Source: an optimization exercise on an open RTL-to-GDS flow (aim: small area and a short achievable clock period). Production flows keep margins and buffers that such runs may drop.
In this exercise RTL edits were held to simulation tests only and were not proved equivalent to the original.

## alpha
// top_module
module top_module(
    input [11:0] angleIn,
    input [11:0] setPoint,
    input [7:0] kp,
    input [7:0] ki,
    input [7:0] kd,
    input clk,
    input rst,
    output signed [8:0] dutyCycleOut
    );
    reg signed [12:0] e_r;       
    reg [12:0] pen_r;            
    reg [8:0] kpd_r;             
    reg [7:0] kd_r, ki_r;
    reg rst_r;                   
    reg [20:0] in_r;             
    reg [8:0] ylo_r;             
    reg inr_r;                   
    reg pos_r;                   
    wire signed [20:0] integ = ~in_r;
    wire w1;
    wire w2;
    wire w3;
    wire w4;
    wire w5;
    wire w6;
    wire w7;
    wire w8;
    wire w9;
    wire w10;
    wire w11;
    wire w12;
    wire w13;
    wire w14;
    wire w15;
    wire w16;
    wire w17;
    wire w18;
    wire w19;
    wire w20;
    wire w21;
    wire w22;
    wire w23;
    wire w24;
    wire w25;
    wire w26;
    wire w27;
    wire w28;
    wire w29;
    wire w30;
    wire w31;
    wire w32;
    wire w33;
    wire w34;
    wire w35;
    wire w36;
    wire w37;
    wire w38;
    wire w39;
    wire w40;
    wire w41;
    wire w42;
    wire w43;
    wire w44;
    wire w45;
    wire w46;
    wire w47;
    wire w48;
    wire w49;
    wire w50;
    wire w51;
    wire w52;
    wire w53;
    wire w54;
    wire w55;
    wire w56;
    wire w57;
    wire w58;
    wire w59;
    wire w60;
    wire w61;
    wire w62;
    wire w63;
    wire w64;
    wire w65;
    wire w66;
    wire w67;
    wire w68;
    wire w69;
    wire w70;
    wire w71;
    wire w72;
    wire w73;
    wire w74;
    wire w75;
    wire w76;
    wire w77;
    wire w78;
    wire w79;
    wire w80;
    wire w81;
    wire w82;
    wire w83;
    wire w84;
    wire w85;
    wire w86;
    wire w87;
    wire w88;
    wire w89;
    wire w90;
    wire w91;
    wire w92;
    wire w93;
    wire w94;
    wire w95;
    wire w96;
    wire w97;
    wire w98;
    wire w99;
    wire w100;
    wire w101;
    wire w102;
    wire w103;
    wire w104;
    wire w105;
    wire w106;
    wire w107;
    wire w108;
    wire w109;
    wire w110;
    wire w111;
    wire w112;
  ...
export LEC_CHECK = 0
export CAP_MARGIN = 20
export CORE_MARGIN = 2
export CORE_UTILIZATION = 60
export CTS_BUF_LIST = sky130_fd_sc_hd__clkbuf_8
export SLEW_MARGIN = 20
export SYNTH_HIERARCHICAL = 1
create_clock -name core_clock -period 16.0 [get_ports {clk}]
standard.sh (not shown) runs the stock make flow with config.mk's settings and CLKGATE_MAP_FILE= SYNTH_SCRIPT=/design/flow/synth_recipe.tcl, a recipe that flattens the netlist after the stock synthesis.
==> flow/flow/run.sh <==
#!/bin/bash
# Standard layout, with timing repair aimed past the clock period (the SDC is
# unchanged) and ordinary buffers on the ports instead of delay cells.
set -euo pipefail
MARGIN=$(cat flow/margin.txt)
bash standard.sh SETUP_SLACK_MARGIN=$MARGIN \
  BUFFER_PORTS_ARGS="-buffer_cell sky130_fd_sc_hd__buf_1" MATCH_CELL_FOOTPRINT=0 SETUP_MOVE_SEQUENCE=unbuffer,sizeup,swap finish > standard_make.log 2>&1
==> flow/flow/margin.txt <==
11.3
#### Input delta (beta over alpha)
==> flow/flow/run.sh <==
#!/bin/bash
# The standard layout (standard.sh, unchanged synthesis), with:
#  - timing repair aimed past the clock period: SETUP_SLACK_MARGIN from
#    flow/margin.txt, repair limited to sizing moves (the SDC is unchanged);
#  - plain buffers (buf_1, resized as needed) on the ports instead of delay cells;
#  - sizing not restricted to the same cell footprint.
set -euo pipefail
MARGIN=$(cat flow/margin.txt)
bash standard.sh SETUP_SLACK_MARGIN=$MARGIN \
  BUFFER_PORTS_ARGS="-buffer_cell sky130_fd_sc_hd__buf_1" MATCH_CELL_FOOTPRINT=0 \
  SETUP_MOVE_SEQUENCE=unbuffer,sizeup,swap,clone finish > standard_make.log 2>&1
==> flow/flow/margin.txt <==
11.4
Notes after the runs:
Delta (beta minus alpha): layout filler cell count went up 6, half-perimeter wire length after placement now sits higher. As far as unique cell type count in the Yosys netlist goes, beta and alpha are indistinguishable; the numbers are identical. | utilization | beta vs alpha | 0.86 points higher |. beta has more setup slack than alpha. Lower fmax goes to alpha over beta. Comparing beta with alpha, the biggest cell delay along the critical path came out essentially unchanged.
What gamma does differently from beta at the input level:
-- flow/flow/run.sh --
<<< beta, line 11
  SETUP_MOVE_SEQUENCE=unbuffer,sizeup,swap,clone finish > standard_make.log 2>&1
>>> gamma, line 11
  SETUP_MOVE_SEQUENCE=unbuffer,sizeup,swap finish > standard_make.log 2>&1
==> flow/flow/margin.txt <==
11.5
Findings:
For beta, the destination of the critical timing path was dutyCycleOut[7], unlike gamma, where it was dutyCycleOut[3]. From gamma to beta, number of instances in the synthesized netlist did not move at all. Comparing gamma with beta, the global-route usage came out essentially unchanged.
--- input diff gamma..delta ---
- CORE_UTILIZATION now 65, was 60
==> flow/flow/margin.txt <==
11.4
Findings:
Against gamma, die extent in x in delta fell by a few percent.
The more densely filled core belongs to delta, not gamma.
delta finished end to end and its layout was clean on timing, DRC and antenna.
Changes observed in delta relative to gamma: final wirelength now sits lower, worst setup slack now sits higher.
Modified inputs, epsilon compared to delta
- CORE_UTILIZATION changed from 65 to 60
-- flow/flow/run.sh --
<<< delta, line 10
  BUFFER_PORTS_ARGS="-buffer_cell sky130_fd_sc_hd__buf_1" MATCH_CELL_FOOTPRINT=0 \
>>> epsilon, line 10
  BUFFER_PORTS_ARGS="-buffer_cell sky130_fd_sc_hd__buf_2" MATCH_CELL_FOOTPRINT=0 \
Results
- [epsilon] number of violations reported at the end of detailed-routing iteration 0 rose 82 relative to delta
- For via count, epsilon and delta come out practically identical.
- Diff delta..epsilon | pin count of the biggest net entering global routing | unchanged
- The register share of the cell area of delta and that of epsilon are within noise of each other.
- Worst setup slack after placement: epsilon lower than delta
- epsilon ended with less headroom to the max-slew limit than delta.

-- separate check: timing with driven ports --
The results above use ideal ports. As a check the final layouts listed here were re-extracted and re-timed, cells and wires unchanged. Step 1 assumes that a clkbuf_16 drives the clock port and a buf_2 every other input. Step 2 adds t to the input delays and takes it off the output delays; t is the mean of the earliest and latest rising clock arrival at the registers after step 1. Input paths then give back, and output paths get back, about the clock's delay inside the block. Slacks: ideal / step 1 / step 2; pairs: ideal / step 1.
run | t, ns | setup WS [ns] | clock arrival spread, ns | cell pins on the clock port's net
alpha | 0.429 | 11.275 / 11.275 / 10.997 | 0.022 / 0.022 | 1
beta | 0.429 | 11.321 / 11.275 / 11.032 | 0.015 / 0.015 | 1
gamma | 0.438 | 11.341 / 11.299 / 11.022 | 0.015 / 0.015 | 1
delta | 0.434 | 11.380 / 11.380 / 11.007 | 0.018 / 0.017 | 1
epsilon | 0.422 | 11.327 / 11.288 / 11.019 | 0.013 / 0.014 | 1
After both steps setup and hold are still met in every run listed. The setup slack of delta, which loses most, moves by 0.000 ns with the drivers and by -0.373 ns with both steps.
